This is an optimization exercise on Yosys and OpenROAD, whose aim is small area, not a production implementation. The RTL was checked by simulation tests, not by an equivalence proof against the original design. Power figures rest on the tool's default switching activity, not on a simulated workload.

`design/flow/design.v`:
```
module vga_driver(
    input            clk,
    input            rst,
    input            vga_clk,
    output reg [9:0] xPixel,
    output reg [9:0] yPixel,
    output           hsync,
    output           vsync,
    output           active_pixels
);
    function ge;
        input [9:0] a, b;
        integer i;
        reg r;
        begin
            r = 1'b1;
            for (i = 0; i < 10; i = i + 1)
                r = (a[i] & ~b[i]) | (~(a[i] ^ b[i]) & r);
            ge = r;
        end
    endfunction
    function [9:0] inc10;
        input [9:0] a;
        integer i;
        reg c;
        begin
            c = 1'b1;
            for (i = 0; i < 10; i = i + 1) begin
                inc10[i] = a[i] ^ c;
                c = a[i] & c;
            end
        end
    endfunction
    wire x_end = (xPixel == 10'd799);
    wire y_end = (yPixel == 10'd524);
    assign hsync = ~(ge(xPixel, 10'd655) && !ge(xPixel, 10'd751));
    assign vsync = ~(yPixel == 10'd489 || yPixel == 10'd490);
    assign active_pixels = !ge(xPixel, 10'd640) && !ge(yPixel, 10'd480);
    always @(posedge clk or negedge rst) begin
        if (!rst) begin
            xPixel <= 10'd0;
            yPixel <= 10'd0;
        end else if (vga_clk) begin
            if (x_end) begin
                xPixel <= 10'd0;
                yPixel <= y_end ? 10'd0 : inc10(yPixel);
            end else begin
                xPixel <= inc10(xPixel);
            end
        end
    end
endmodule
module platform_collision (
    input  wire [9:0] player_x,
    input  wire [9:0] player_y,
    input  wire       level,
    input  wire [9:0] lava_top,       
    input  wire       lava_on,        
    input  wire       hit_lava_wall,
    output wire       on_ground,
    output wire [9:0] land_y,         
    output wire       hit_ceiling,
    output wire       hit_left_wall,
    output wire       hit_right_wall,
    output wire       at_goal_region,
    output wire       in_lava
);
    function ge;
        input [9:0] a, b;
        integer i;
        reg r;
        begin
            r = 1'b1;
            for (i = 0; i < 10; i = i + 1)
                r = (a[i] & ~b[i]) | (~(a[i] ^ b[i]) & r);
            ge = r;
        end
    endfunction
    function inr;
        input [9:0] v, lo, hi;
        begin
            inr = ge(v, lo) && ge(hi, v);
        end
    endfunction
    wire [9:0] x = player_x;
    wire [9:0] y = player_y;
    function [4:0] plat;  
        input [9:0] x, y;
        input integer xmin, xmax, ytop, ybot;
        reg ox, oy;
        begin
            ox = inr(x, (xmin >= 15) ? xmin - 15 : 0, xmax);
            oy = inr(y, ytop - 16, ybot);
            plat[4] = ox && inr(y, ytop - 16, ytop - 8);
            plat[3] = ox && inr(y, ybot - 12, ybot);
            plat[2] = oy && (xmax < 639) && inr(x, xmax - 2, xmax);
            plat[1] = oy && (xmin > 0) && inr(x, (xmin >= 15) ? xmin - 15 : 0, (xmin >= 13) ? xmin - 13 : 0);
            plat[0] = ox;
        end
    endfunction
    wire [4:0] a0  = plat(x, y,   0,  60, 360, 380);
    wire [4:0] a1  = plat(x, y,  90, 270, 360, 380);
    wire [4:0] a2  = plat(x, y, 130, 200, 295, 310);
    wire [4:0] a3  = plat(x, y, 175, 210, 240, 255);
    wire [4:0] a4  = plat(x, y, 240, 270, 220, 380);
    wire [4:0] a5  = plat(x, y, 330, 380, 360, 380);
    wire [4:0] a6  = plat(x, y, 380, 430, 295, 310);
    wire [4:0] a7  = plat(x, y, 345, 380, 230, 245);
    wire [4:0] a8  = plat(x, y, 370, 430, 165, 180);
    wire [4:0] a9  = plat(x, y, 475, 550, 190, 240);
    wire [4:0] a10 = plat(x, y, 540, 639, 360, 380);
    wire [4:0] b0  = plat(x, y,   0, 100, 400, 480);
    wire [4:0] b1  = plat(x, y, 200, 300, 400, 480);
    wire [4:0] b2  = plat(x, y, 400, 500, 400, 480);
    wire [4:0] b3  = plat(x, y, 550, 639, 400, 480);
    wire [4:0] b4  = plat(x, y, 120, 180, 370, 385);
    wire [4:0] b5  = plat(x, y, 350, 400, 350, 365);
    wire [4:0] b6  = plat(x, y, 550, 639,  50,  65);
    wire [4:0] oa = a0 | a1 | a2 | a3 | a4 | a5 | a6 | a7 | a8 | a9 | a10;
    wire [4:0] ob = b0 | b1 | b2 | b3 | b4 | b5 | b6;
    wire [4:0] o  = level ? ob : oa;
    assign on_ground      = o[4];
    assign hit_ceiling    = o[3];
    assign hit_left_wall  = o[2];
    assign hit_right_wall = o[1];
    reg [9:0] ly;
    always @(*) begin
        ly = 10'd0;
        if (!level) begin
            if (inr(y, 344, 352)) ly = ly | 10'd344;
            if (inr(y, 279, 287)) ly = ly | 10'd279;
            if (inr(y, 224, 232)) ly = ly | 10'd224;
            if (inr(y, 204, 212)) ly = ly | 10'd204;
            if (inr(y, 214, 222)) ly = ly | 10'd214;
            if (inr(y, 149, 157)) ly = ly | 10'd149;
            if (inr(y, 174, 182)) ly = ly | 10'd174;
        end else begin
            if (inr(y, 384, 392)) ly = ly | 10'd384;
            if (inr(y, 354, 362)) ly = ly | 10'd354;
            if (inr(y, 334, 342)) ly = ly | 10'd334;
            if (inr(y,  34,  42)) ly = ly | 10'd34;
        end
    end
    assign land_y = ly;
    assign at_goal_region = level ? (ge(10'd60, x) && inr(y, 379, 400))
                                  : (inr(x, 565, 630) && inr(y, 339, 360));
    function [5:0] inc6;
        input [5:0] a;
        integer i;
        reg c;
        begin
            c = 1'b1;
            for (i = 0; i < 6; i = i + 1) begin
                inc6[i] = a[i] ^ c;
                c = a[i] & c;
            end
        end
    endfunction
    wire [9:0] feet = {inc6(y[9:4]), y[3:0]};
    wire rising_lava_hit = lava_on && inr(x, 255, 309) &&
                           ge(feet, lava_top) && ge(10'd479, y);
    wire in_water = ge(y, 10'd384) &&
                    (inr(x, 101, 184) || inr(x, 301, 384) || inr(x, 501, 534));
    assign in_lava = level ? in_water
                           : ((ge(y, 10'd364) && !on_ground) || rising_lava_hit || hit_lava_wall);
endmodule
module player_physics (
    input  wire       clk,
    input  wire       rst,
    input  wire       game_tick,
    input  wire       freeze,
    input  wire       move_left,
    input  wire       move_right,
    input  wire       jump,
    input  wire       on_ground,
    input  wire [9:0] land_y,
    input  wire       hit_ceiling,
    input  wire       hit_left_wall,
    input  wire       hit_right_wall,
    output reg  [9:0] player_x,
    output reg  [9:0] player_y,
    output reg        jump_landed_pulse
);
    function ge;
        input [9:0] a, b;
        integer i;
        reg r;
        begin
            r = 1'b1;
            for (i = 0; i < 10; i = i + 1)
                r = (a[i] & ~b[i]) | (~(a[i] ^ b[i]) & r);
            ge = r;
        end
    endfunction
    function [9:0] add10;
        input [9:0] a, b;
        integer i;
        reg c;
        begin
            c = 1'b0;
            for (i = 0; i < 10; i = i + 1) begin
                add10[i] = a[i] ^ b[i] ^ c;
                c = (a[i] & b[i]) | (c & (a[i] ^ b[i]));
            end
        end
    endfunction
    reg [4:0] vy;           
    reg       was_in_air;
    wire go_left  = move_left && !move_right && !hit_left_wall && ge(player_x, 10'd4);
    wire go_right = move_right && !move_left && !hit_right_wall && !ge(player_x, 10'd621);
    wire [9:0] x_step = go_left ? 10'h3FD : 10'd3;
    wire       jumping = jump && on_ground;
    wire [4:0] vy_inc  = vy + 5'd1;
    wire [4:0] vy_fall = (vy_inc == 5'd9) ? 5'd8 : vy_inc;
    wire       stop_up = hit_ceiling && vy_fall[4];
    wire [4:0] dy      = jumping ? 5'b10101 : vy_fall;    
    wire [9:0] y_move  = add10(player_y, {{5{dy[4]}}, dy});
    always @(posedge clk or negedge rst) begin
        if (!rst) begin
            player_x          <= 10'd20;
            player_y          <= 10'd344;
            vy                <= 5'd0;
            was_in_air        <= 1'b0;
            jump_landed_pulse <= 1'b0;
        end else if (game_tick) begin
            jump_landed_pulse <= 1'b0;
            if (!freeze) begin
                if (go_left || go_right)
                    player_x <= add10(player_x, x_step);
                if (jumping) begin
                    vy         <= 5'b10101;
                    player_y   <= y_move;
                    was_in_air <= 1'b1;
                end else if (!on_ground) begin
                    if (stop_up) begin
                        vy <= 5'd0;
                    end else begin
                        vy       <= vy_fall;
                        player_y <= y_move;
                    end
                end else begin
                    player_y <= land_y;
                    vy       <= 5'd0;
                    if (was_in_air) begin
                        jump_landed_pulse <= 1'b1;
                        was_in_air        <= 1'b0;
                    end
                end
            end
        end
    end
endmodule
module lava_controller (
    input  wire       clk,
    input  wire       rst,
    input  wire       game_tick,
    input  wire       freeze,
    input  wire       any_input_level,
    input  wire [9:0] player_x,
    output wire [9:0] lava_wall_x,
    output reg        hit_lava_wall
);
    function ge;
        input [9:0] a, b;
        integer i;
        reg r;
        begin
            r = 1'b1;
            for (i = 0; i < 10; i = i + 1)
                r = (a[i] & ~b[i]) | (~(a[i] ^ b[i]) & r);
            ge = r;
        end
    endfunction
    function [9:0] add10;
        input [9:0] a, b;
        integer i;
        reg c;
        begin
            c = 1'b0;
            for (i = 0; i < 10; i = i + 1) begin
                add10[i] = a[i] ^ b[i] ^ c;
                c = (a[i] & b[i]) | (c & (a[i] ^ b[i]));
            end
        end
    endfunction
    reg [9:0] w;
    wire waiting = &w[9:7];
    assign lava_wall_x = waiting ? 10'd0 : w;
    wire step = (w != 10'd630) && ((w != 10'd902) || any_input_level);
    always @(posedge clk or negedge rst) begin
        if (!rst) begin
            w             <= 10'd902;
            hit_lava_wall <= 1'b0;
        end else if (game_tick) begin
            hit_lava_wall <= ge(add10(lava_wall_x, 10'd10), player_x);
            if (!freeze && step)
                w <= add10(w, 10'd1);
        end
    end
endmodule
module enemy_controller (
    input  wire       clk,
    input  wire       rst,
    input  wire       game_tick,
    input  wire       freeze,
    input  wire       level,
    input  wire [9:0] player_x,
    input  wire [9:0] player_y,
    output reg  [9:0] enemy_x,
    output reg  [9:0] proj0_x,      
    output reg  [9:0] proj1_x,
    output reg  [9:0] proj2_x,      
    output wire       proj0_active,
    output wire       proj1_active,
    output wire       proj2_active,
    output reg  [5:0] q3,           
    output wire       hit_enemy
);
    function ge;
        input [9:0] a, b;
        integer i;
        reg r;
        begin
            r = 1'b1;
            for (i = 0; i < 10; i = i + 1)
                r = (a[i] & ~b[i]) | (~(a[i] ^ b[i]) & r);
            ge = r;
        end
    endfunction
    function [9:0] addc;
        input [9:0] a, b;
        input       cin;
        integer i;
        reg c;
        begin
            c = cin;
            for (i = 0; i < 10; i = i + 1) begin
                addc[i] = a[i] ^ b[i] ^ c;
                c = (a[i] & b[i]) | (c & (a[i] ^ b[i]));
            end
        end
    endfunction
    reg       dir_left;
    reg [1:0] fired;    
    wire fire = (q3 == 6'd60);
    assign proj0_active = (fired != 2'd0);
    assign proj1_active = fired[1];
    assign proj2_active = (fired == 2'd3) && !ge({4'd0, q3}, 10'd40);
    wire at_right = ge(enemy_x, 10'd562);
    wire at_left  = !ge(enemy_x, 10'd123);
    wire [9:0] ex_step = addc(enemy_x, dir_left ? 10'h3FD : 10'd3, 1'b0);
    always @(posedge clk or negedge rst) begin
        if (!rst) begin
            enemy_x  <= 10'd120;
            dir_left <= 1'b0;
            q3       <= 6'd0;
            fired    <= 2'd0;
        end else if (game_tick) begin
            if (!level) begin
                enemy_x  <= 10'd120;
                dir_left <= 1'b0;
                q3       <= 6'd0;
                fired    <= 2'd0;
            end else if (!freeze) begin
                if (!dir_left) begin
                    if (!at_right)
                        enemy_x <= ex_step;
                    else begin
                        enemy_x  <= 10'd564;
                        dir_left <= 1'b1;
                    end
                end else begin
                    if (!at_left)
                        enemy_x <= ex_step;
                    else begin
                        enemy_x  <= 10'd120;
                        dir_left <= 1'b0;
                    end
                end
                if (fire) begin
                    q3 <= 6'd0;
                    if (fired != 2'd3)
                        fired <= fired + 2'd1;
                end else begin
                    q3 <= q3 + 6'd3;
                end
            end
        end
    end
    always @(posedge clk) begin
        if (game_tick && level && !freeze && fire) begin
            proj2_x <= proj1_x;
            proj1_x <= proj0_x;
            proj0_x <= addc(enemy_x, 10'd6, 1'b0);
        end
    end
    wire [9:0] px15 = addc(player_x, 10'd15, 1'b0);
    wire [9:0] te = addc(px15, ~enemy_x, 1'b1);    
    wire [9:0] t0 = addc(px15, ~proj0_x, 1'b1);
    wire [9:0] t1 = addc(px15, ~proj1_x, 1'b1);
    wire [9:0] t2 = addc(px15, ~proj2_x, 1'b1);
    wire [9:0] u  = addc(addc(player_y, 10'd903, 1'b0), ~{3'd0, q3, 1'b0}, 1'b1);
    wire enemy_overlap = ge(10'd30, te) && ge(player_y, 10'd105) && ge(10'd135, player_y);
    wire h0 = proj0_active && ge(10'd19, t0) && ge(10'd26, u);
    wire h1 = proj1_active && ge(10'd19, t1) && ge(u, 10'd126) && ge(10'd152, u);
    wire h2 = proj2_active && ge(10'd19, t2) && ge(u, 10'd252) && ge(10'd278, u);
    assign hit_enemy = level && (enemy_overlap || h0 || h1 || h2);
endmodule
module vga_driver_memory (
    input  wire [9:0] x,
    input  wire [9:0] y,
    input  wire [9:0] player_x,
    input  wire [9:0] player_y,
    input  wire [9:0] lava_wall_x,
    input  wire [9:0] lava_top,      
    input  wire       game_over,
    input  wire       game_win,
    input  wire       level,
    input  wire [9:0] enemy_x,
    input  wire [9:0] proj0_x,
    input  wire [9:0] proj1_x,
    input  wire [9:0] proj2_x,
    input  wire       proj0_active,
    input  wire       proj1_active,
    input  wire       proj2_active,
    input  wire [5:0] q3,
    output wire [7:0] VGA_R,
    output wire [7:0] VGA_G,
    output wire [7:0] VGA_B
);
    function ge;
        input [9:0] a, b;
        integer i;
        reg r;
        begin
            r = 1'b1;
            for (i = 0; i < 10; i = i + 1)
                r = (a[i] & ~b[i]) | (~(a[i] ^ b[i]) & r);
            ge = r;
        end
    endfunction
    function inr;
        input [9:0] v, lo, hi;
        begin
            inr = ge(v, lo) && ge(hi, v);
        end
    endfunction
    function [9:0] addc;
        input [9:0] a, b;
        input       cin;
        integer i;
        reg c;
        begin
            c = cin;
            for (i = 0; i < 10; i = i + 1) begin
                addc[i] = a[i] ^ b[i] ^ c;
                c = (a[i] & b[i]) | (c & (a[i] ^ b[i]));
            end
        end
    endfunction
    localparam LIGHT_GRAY      = 24'hC0C0C0;
    localparam DARK_GRAY       = 24'h505050;
    localparam LAVA_RED        = 24'hFF4500;
    localparam GOLD            = 24'hFFD700;
    localparam PLAYER_COLOR    = 24'h0000FF;
    localparam LAVA_WALL_COLOR = 24'hFF6600;
    localparam BROWN           = 24'h964B00;
    localparam GRASS_GREEN     = 24'h3CB043;
    localparam WATER_BLUE      = 24'h00AFFF;
    localparam ENEMY_COLOR     = 24'hFF00FF;
    localparam PROJ_COLOR      = 24'hFFFFFF;
    wire [9:0] dpx = addc(x, ~player_x, 1'b1);
    wire [9:0] dpy = addc(y, ~player_y, 1'b1);
    wire [9:0] dwx = addc(x, ~lava_wall_x, 1'b1);
    wire [9:0] dex = addc(x, ~enemy_x, 1'b1);
    wire [9:0] d0x = addc(x, ~proj0_x, 1'b1);
    wire [9:0] d1x = addc(x, ~proj1_x, 1'b1);
    wire [9:0] d2x = addc(x, ~proj2_x, 1'b1);
    wire [9:0] dqy = addc(addc(y, 10'd888, 1'b0), ~{3'd0, q3, 1'b0}, 1'b1);
    wire in_player = (dpx[9:4] == 6'd0) && (dpy[9:4] == 6'd0);
    wire [3:0] sx = dpx[3:0];
    wire [3:0] sy = dpy[3:0];
    wire figure =
        (sx >= 4'd5 && sx <= 4'd10 && sy <= 4'd5) ||
        (sx >= 4'd7 && sx <= 4'd8 && sy >= 4'd6 && sy <= 4'd12) ||
        (sy >= 4'd8 && sy <= 4'd12 && (sx == 4'd15 - sy || sx == sy)) ||
        (sy >= 4'd13 && (sx == 4'd4 - sy || sx == sy - 4'd5));
    wire in_wall  = ge(10'd9, dwx);
    wire in_enemy = (dex[9:4] == 6'd0) && inr(y, 10'd120, 10'd135);
    wire in_proj  = (proj0_active && ge(10'd4, d0x) && ge(10'd11, dqy)) ||
                    (proj1_active && ge(10'd4, d1x) && inr(dqy, 10'd126, 10'd137)) ||
                    (proj2_active && ge(10'd4, d2x) && inr(dqy, 10'd252, 10'd263));
    reg [23:0] c;
    reg [23:0] t;
    always @(*) begin
        c = LIGHT_GRAY;
        if (!ge(y, 10'd75)) c = DARK_GRAY;
        if (!level) begin
            if (ge(y, 10'd380)) c = LAVA_RED;
            if (inr(x, 10'd270, 10'd309) && ge(y, lava_top)) c = LAVA_RED;
            if ((inr(x,   0,  60) && inr(y, 360, 380)) ||
                (inr(x,  90, 270) && inr(y, 360, 380)) ||
                (inr(x, 130, 200) && inr(y, 295, 310)) ||
                (inr(x, 175, 210) && inr(y, 240, 255)) ||
                (inr(x, 240, 270) && inr(y, 220, 380)) ||
                (inr(x, 330, 380) && inr(y, 360, 380)) ||
                (inr(x, 380, 430) && inr(y, 295, 310)) ||
                (inr(x, 345, 380) && inr(y, 230, 245)) ||
                (inr(x, 370, 430) && inr(y, 165, 180)) ||
                (inr(x, 475, 550) && inr(y, 190, 240)) ||
                (ge(x, 540)       && inr(y, 360, 380)))
                c = DARK_GRAY;
            if (inr(x, 580, 630) && inr(y, 355, 360)) c = GOLD;
            if (in_wall) c = LAVA_WALL_COLOR;
        end else begin
            if (ge(y, 400) && (ge(10'd100, x) || inr(x, 200, 300) || inr(x, 400, 500) || ge(x, 550)))
                c = GRASS_GREEN;
            if ((inr(x, 120, 180) && inr(y, 370, 385)) ||
                (inr(x, 350, 400) && inr(y, 350, 365)))
                c = BROWN;
            if (ge(y, 400) && (inr(x, 101, 199) || inr(x, 301, 399) || inr(x, 501, 549)))
                c = WATER_BLUE;
            if (in_enemy) c = ENEMY_COLOR;
            if (in_proj) c = PROJ_COLOR;
            if (inr(x, 10, 60) && inr(y, 395, 400)) c = GOLD;
        end
        if (in_player && figure) c = PLAYER_COLOR;
        t = c;
        if (game_over) begin
            t[23:16] = c[23:16] | 8'h60;
            t[15:8]  = c[15:8] >> 1;
            t[7:0]   = c[7:0] >> 1;
        end else if (game_win) begin
            t = c | 24'h302000;
        end
    end
    assign VGA_R = t[23:16];
    assign VGA_G = t[15:8];
    assign VGA_B = t[7:0];
endmodule
module platformer_top (
    input        CLOCK_50,
    input  [3:0] KEY,
    input  [9:0] SW,
    output [9:0] LEDR,
    output [6:0] HEX0,
    output [6:0] HEX1,
    output [6:0] HEX2,
    output [6:0] HEX3,
    output       VGA_BLANK_N,
    output [7:0] VGA_R,
    output [7:0] VGA_G,
    output [7:0] VGA_B,
    output       VGA_CLK,
    output       VGA_HS,
    output       VGA_VS,
    output       VGA_SYNC_N
);
    wire clk = CLOCK_50;
    wire rst = SW[0];
    function ge;
        input [9:0] a, b;
        integer i;
        reg r;
        begin
            r = 1'b1;
            for (i = 0; i < 10; i = i + 1)
                r = (a[i] & ~b[i]) | (~(a[i] ^ b[i]) & r);
            ge = r;
        end
    endfunction
    function [9:0] addc;
        input [9:0] a, b;
        input       cin;
        integer i;
        reg c;
        begin
            c = cin;
            for (i = 0; i < 10; i = i + 1) begin
                addc[i] = a[i] ^ b[i] ^ c;
                c = (a[i] & b[i]) | (c & (a[i] ^ b[i]));
            end
        end
    endfunction
    reg [9:0] tick_counter;
    reg       game_tick;
    always @(posedge clk or negedge rst) begin
        if (!rst) begin
            tick_counter <= 10'd0;
            game_tick    <= 1'b0;
        end else begin
            tick_counter <= addc(tick_counter, 10'd0, 1'b1);
            game_tick    <= &tick_counter;
        end
    end
    assign VGA_CLK    = tick_counter[0];
    assign VGA_SYNC_N = 1'b1;
    wire [9:0] x;
    wire [9:0] y;
    wire       active_pixels;
    vga_driver the_vga (
        .clk          (clk),
        .rst          (rst),
        .vga_clk      (tick_counter[0]),
        .xPixel       (x),
        .yPixel       (y),
        .hsync        (VGA_HS),
        .vsync        (VGA_VS),
        .active_pixels(active_pixels)
    );
    assign VGA_BLANK_N = active_pixels;
    wire move_right = ~KEY[0];
    wire jump       = ~KEY[1];
    wire move_left  = ~KEY[2];
    wire any_input  = move_right | jump | move_left;
    wire level_skip = SW[1];
    reg game_over;
    reg game_win;
    reg level;            
    wire freeze = game_over | game_win;
    reg [15:0] score;
    reg  [9:0] lava_top;    
    reg        lava_rise;
    wire [9:0] player_x;
    wire [9:0] player_y;
    wire       on_ground;
    wire [9:0] land_y;
    wire       hit_ceiling;
    wire       hit_left_wall;
    wire       hit_right_wall;
    wire       at_goal_region;
    wire       in_lava;
    wire       hit_lava_wall;
    wire       hit_enemy;
    wire       jump_landed_pulse;
    platform_collision collision (
        .player_x      (player_x),
        .player_y      (player_y),
        .level         (level),
        .lava_top      (lava_top),
        .lava_on       (lava_top != 10'd480),
        .hit_lava_wall (hit_lava_wall),
        .on_ground     (on_ground),
        .land_y        (land_y),
        .hit_ceiling   (hit_ceiling),
        .hit_left_wall (hit_left_wall),
        .hit_right_wall(hit_right_wall),
        .at_goal_region(at_goal_region),
        .in_lava       (in_lava)
    );
    always @(posedge clk or negedge rst) begin
        if (!rst) begin
            game_over <= 1'b0;
            game_win  <= 1'b0;
            level     <= 1'b0;
            score     <= 16'd0;
            lava_top  <= 10'd480;
            lava_rise <= 1'b1;
        end else if (game_tick) begin
            if (!freeze) begin
                if (jump_landed_pulse)
                    score <= score + 16'd1;
                if (in_lava || hit_enemy)
                    game_over <= 1'b1;
                else if (at_goal_region || level_skip)
                    game_win <= 1'b1;
                if (!level) begin
                    if (lava_rise) begin
                        if (ge(lava_top, 10'd104))
                            lava_top <= addc(lava_top, 10'h3FD, 1'b0);
                        else begin
                            lava_top  <= 10'd100;
                            lava_rise <= 1'b0;
                        end
                    end else begin
                        if (ge(10'd477, lava_top))
                            lava_top <= addc(lava_top, 10'd3, 1'b0);
                        else begin
                            lava_top  <= 10'd480;
                            lava_rise <= 1'b1;
                        end
                    end
                end
            end else if (game_win && !level) begin
                game_win <= 1'b0;
                level    <= 1'b1;
            end
        end
    end
    player_physics player (
        .clk              (clk),
        .rst              (rst),
        .game_tick        (game_tick),
        .freeze           (freeze),
        .move_left        (move_left),
        .move_right       (move_right),
        .jump             (jump),
        .on_ground        (on_ground),
        .land_y           (land_y),
        .hit_ceiling      (hit_ceiling),
        .hit_left_wall    (hit_left_wall),
        .hit_right_wall   (hit_right_wall),
        .player_x         (player_x),
        .player_y         (player_y),
        .jump_landed_pulse(jump_landed_pulse)
    );
    wire [9:0] lava_wall_x;
    lava_controller lava (
        .clk            (clk),
        .rst            (rst),
        .game_tick      (game_tick),
        .freeze         (freeze),
        .any_input_level(any_input),
        .player_x       (player_x),
        .lava_wall_x    (lava_wall_x),
        .hit_lava_wall  (hit_lava_wall)
    );
    wire [9:0] enemy_x;
    wire [9:0] proj0_x, proj1_x, proj2_x;
    wire       proj0_active, proj1_active, proj2_active;
    wire [5:0] q3;
    enemy_controller enemy_ctrl (
        .clk         (clk),
        .rst         (rst),
        .game_tick   (game_tick),
        .freeze      (freeze),
        .level       (level),
        .player_x    (player_x),
        .player_y    (player_y),
        .enemy_x     (enemy_x),
        .proj0_x     (proj0_x),
        .proj1_x     (proj1_x),
        .proj2_x     (proj2_x),
        .proj0_active(proj0_active),
        .proj1_active(proj1_active),
        .proj2_active(proj2_active),
        .q3          (q3),
        .hit_enemy   (hit_enemy)
    );
    vga_driver_memory the_renderer (
        .x           (x),
        .y           (y),
        .player_x    (player_x),
        .player_y    (player_y),
        .lava_wall_x (lava_wall_x),
        .lava_top    (lava_top),
        .game_over   (game_over),
        .game_win    (game_win),
        .level       (level),
        .enemy_x     (enemy_x),
        .proj0_x     (proj0_x),
        .proj1_x     (proj1_x),
        .proj2_x     (proj2_x),
        .proj0_active(proj0_active),
        .proj1_active(proj1_active),
        .proj2_active(proj2_active),
        .q3          (q3),
        .VGA_R       (VGA_R),
        .VGA_G       (VGA_G),
        .VGA_B       (VGA_B)
    );
    function [6:0] seg7;
        input [3:0] d;
        begin
            case (d)
                4'h0: seg7 = 7'b1000000;
                4'h1: seg7 = 7'b1111001;
                4'h2: seg7 = 7'b0100100;
                4'h3: seg7 = 7'b0110000;
                4'h4: seg7 = 7'b0011001;
                4'h5: seg7 = 7'b0010010;
                4'h6: seg7 = 7'b0000010;
                4'h7: seg7 = 7'b1111000;
                4'h8: seg7 = 7'b0000000;
                4'h9: seg7 = 7'b0010000;
                4'hA: seg7 = 7'b0001000;
                4'hB: seg7 = 7'b0000011;
                4'hC: seg7 = 7'b1000110;
                4'hD: seg7 = 7'b0100001;
                4'hE: seg7 = 7'b0000110;
                default: seg7 = 7'b0001110;
            endcase
        end
    endfunction
    assign HEX0 = seg7(score[3:0]);
    assign HEX1 = seg7(score[7:4]);
    assign HEX2 = seg7(score[11:8]);
    assign HEX3 = seg7(score[15:12]);
    assign LEDR = player_x;
endmodule
```
`design/flow/run.sh`:
```
#!/bin/bash
# synth_recipe.tcl (not shown) runs the flow's synth.tcl, then flattens the netlist and writes it again
# the make line also repeats each setting of config.mk as NAME=value (left out here)
make -C /OpenROAD-flow-scripts/flow DESIGN_CONFIG=/design/flow/config.mk WORK_HOME=/design/flow/orfs CLKGATE_MAP_FILE= SYNTH_SCRIPT=/design/flow/synth_recipe.tcl finish
```
`design/flow/config.mk`:
```
export PLATFORM = sky130hd
export DESIGN_NAME = platformer_top
export DESIGN_NICKNAME = platformer_top
export VERILOG_FILES = /design/flow/design.v
export SDC_FILE = /design/flow/constraint.sdc
export NUM_CORES = 4
export LEC_CHECK = 0
export CAP_MARGIN = 20
export CORE_MARGIN = 2
export CORE_UTILIZATION = 40
export SLEW_MARGIN = 20
```
`design/flow/constraint.sdc`:
```
create_clock -name core_clock -period 20.0 [get_ports {CLOCK_50}]
set_input_delay 4.0000 -clock core_clock [delete_from_list [all_inputs] [get_ports {CLOCK_50}]]
set_output_delay 4.0000 -clock core_clock [all_outputs]
set_load 0.01 [all_outputs]
```
==> run notes <==
-- Yosys cell counts (all sizes together) (16+ instances only) --
cell type | number | area share (%)
nand3 | 49 | 1.4
o21ai | 107 | 3.1
ha | 196 | 14
nand4 | 32 | 1.2
inv | 178 | 3.9
a31oi | 27 | 0.98
xor2 | 17 | 0.91
edfxtp | 30 | 5.2
nor3 | 51 | 1.5
o31ai | 24 | 1.0
nand2b | 26 | 0.94
nor2 | 117 | 2.6
a21oi | 86 | 2.5
nor4 | 34 | 1.3
and2 | 16 | 0.58
or3 | 17 | 0.62
clkbuf | 56 | 1.2
nor2b | 22 | 0.80
mux2 | 25 | 1.6
buf | 34 | 1.1
fa | 116 | 13
a211oi | 24 | 1.0
dfstp | 20 | 3.1
xnor2 | 46 | 2.3
nand2 | 138 | 3.0
a21o | 19 | 0.83
o22ai | 26 | 0.98
mux2i | 19 | 1.1
o211ai | 20 | 0.87
dfrtp | 98 | 14
-- per-stage QoR --
| stage | cells | util [%] | instance area [um^2] | hold WS [ps] |
|---|---|---|---|---|
| final | 2493 | 44.25 | 18930 | 474.7 |
| after global routing | 2493 | 44.25 | 18930 | 503.2 |
| after CTS | 2493 | 44.23 | 18930 | 474.5 |
| after detailed placement | 2461 | 42.96 | 18380 | 461.1 |
| after global placement | 2461 | 42.96 | 18380 | 453.3 |
| after floorplan | 1914 | - | 17220 | 441.5 |
-- power breakdown --
group	switching (uW)	internal (uW)	total (uW)
logic	28.2	15.8	44.1
clock network	148	161	310
registers	4.43	308	312
total	181	485	666
-- cell families after synthesis --
logic type | share of synthesized area [%]
and+or+nand+nor | 18.28
muxes | 3.131
xor gates and xnor gates | 3.247
other | 0.02177
buffers and inverters | 6.269
DFF | 22.52
AOI/OAI and AO/OA | 18.81
adders and majority gates | 27.72
-- final timing paths --
path,from,to,slack [ps]
setup / recovery,the_vga.xPixel[1],VGA_G[0],7810
max in group asynchronous,SW[0],player.player_y[4],14900
hold reg to reg,tick_counter[1],tick_counter[1],470
hold / removal,tick_counter[1],tick_counter[1],470
setup reg to reg,player.player_x[1],player.player_y[9],12540
min in group asynchronous,SW[0],the_vga.yPixel[8],3540
-- worst max-delay path, cell delays in order, from the launching register on --
cell and delay (ps):
dfrtp_1 710, inv_1 390, fa_1 500, fa_1 460
fa_1 470, fa_1 460, fa_1 460, fa_1 470
fa_1 460, fa_1 550, and4_1 190, nand4_1 130
a2111o_1 320, a31oi_1 820, nand3b_1 280, o31ai_1 110
a311oi_1 370, clkdlybuf4s50_1 610
-- per-layer routing --
layer,share of wire [%],up-vias
met5,0,-
met2,46,542
met1,45,7339
met4,2.9,0
li1,-,6976
met3,5.6,100
-- cell type report --
cell class | instances | area share (%)
tap | 546 | 3.608
sequential | 148 | 20.49
clock buffer | 17 | 2.247
clock inverter | 15 | 0.6278
inverter | 183 | 3.628
timing repair buffer | 91 | 4.533
multi-input combinational | 1493 | 64.87
==> flow_summary.json <==
{
  "seq_area_frac_synth_pct": 22.52,
  "min_period_ps": 12190,
  "wl_um": 51640,
  "drc": 0,
  "final_cell_mix": "ha_1, inv_1, nand2_1",
  "grtUsageMet3_pct": 3.026,
  "initial_core_util_pct": 40.25,
  "maxCapViolations": 0,
  "wl_per_cell_um": 20.71,
  "via_per_inst": 6.000,
  "gr-usage-met2_pct": 37.48,
  "total_power_uw": 666.0,
  "dp.final_hpwl_um": 38960,
  "dr.pass1.iters": 5,
  "core_region_area_mm2": 0.04279,
  "final.fill_count": 4155,
  "grtUsageMet1_pct": 33.20,
  "crit_arrival_ps": 8190,
  "grt-ovfl-total": 0,
  "cts_buffer_depth": 2,
  "drt_iter0_markers": 1520,
  "gp_congestion": 0.9822,
  "numCtsBuffers": 17,
  "worstHoldPathCells": 1,
  "cts.sinks": 148,
  "tns_ps": 0,
  "layout_commonest_cell": "ha_1",
  "pre_cts_ws_ps": 8311,
  "cp.required_ps": 16000,
  "h-tree-depth": 4,
  "tightest_slew_ps": 1142,
  "status": "no timing/DRC/antenna violations",
  "rsz0062_at_grt": "no",
  "clock_latency_ps": 450,
  "irDropWorstVdd_uv": 62.08,
  "grt_max_degree": 44,
  "insertedDiodeCount": 0,
  "cts_root_buf": "clkbuf_16",
  "busiest_layer": "met2",
  "synth_cell_types": 101,
  "grt_pass1_wl_um": 82580,
  "finalHoldViolCount": 0,
  "grt_pass1_vias": 14590,
  "setup_viol_count_final": 0,
  "syn_area_mm2": 0.01722,
  "finalWorstSetupSlack_ps": 7813,
  "slew_headroom_pct": 23.14,
  "hold_class": "reg2reg",
  "io_pins": 82,
  "power-per-cell-area_mw_per_mm2": 35.17,
  "ys.flop_type": "dfrtp_1",
  "cts_setup_buffers": 0,
  "post-route-period-util_pct": 60.94,
  "slew_viol_final": 0,
  "leakagePower_uw": 0.007959,
  "multi_input_area_mm2": 0.01228,
  "reg2reg_depth": 26,
  "synth_edf_count": 30,
  "vias": 14960,
  "clock.fmax_mhz": 82.05,
  "ys_ff_latch": 148,
  "antenna_found_initial": 0,
  "async_flop_share_pct": 79.73,
  "dieArea_mm2": 0.04474,
  "numPortBuffers": 71,
  "rows": 76,
  "cts_tree": "done",
  "ant_nets": 0,
  "syn-num-nets": 2241,
  "die_h_um": 211.5,
  "area_growth_pct": 9.930,
  "cts_hold_buf": 0,
  "post_cts_resized": 0,
  "syn_area_per_cell_um2": 8.999,
  "largest-register": "score",
  "worstPathMaxFanout": 10,
  "syn_inst": 1914,
  "regArea_mm2": 0.003879,
  "critPathKind": "reg2out",
  "clkTransAtPathRegs_ps": 70,
  "drive_gt1_share_pct": 6.934,
  "finClkSkew_ps": 13.33,
  "grt_usage_pct": 23.62,
  "crit_path_end_kind": "output pin",
  "crit_path_start_kind": "register",
  "nets": 2261,
  "ys_warn_count": 7,
  "largest_reg_flops": 16,
  "die_w_um": 211.5
}

-- what the ideal ports hide --
No port has a modelled driver above. Below, the same layout with a new extraction and two added sets of constraints.
Step 1 assumes that a clkbuf_16 drives the clock port and a buf_2 every other input.
Step 2 also shifts input and output timing later by t, the mid clock arrival at the registers, as if the neighbouring blocks saw the same clock.
a / b / c = no drivers / after step 1 / after step 2; a / b = the first two.
shift t [ns]: 0.493
setup slack, ns: 7.813 / 7.762 / 8.255
slew at the worst register clock pin (ns): 0.07 / 0.07
worst data-port slew with drivers (ns): 0.05
cell pins on the clock port's net: 1
After both steps setup and hold are still met in this run. The setup slack of this run moves by -0.051 ns with the drivers and by +0.442 ns with both steps.
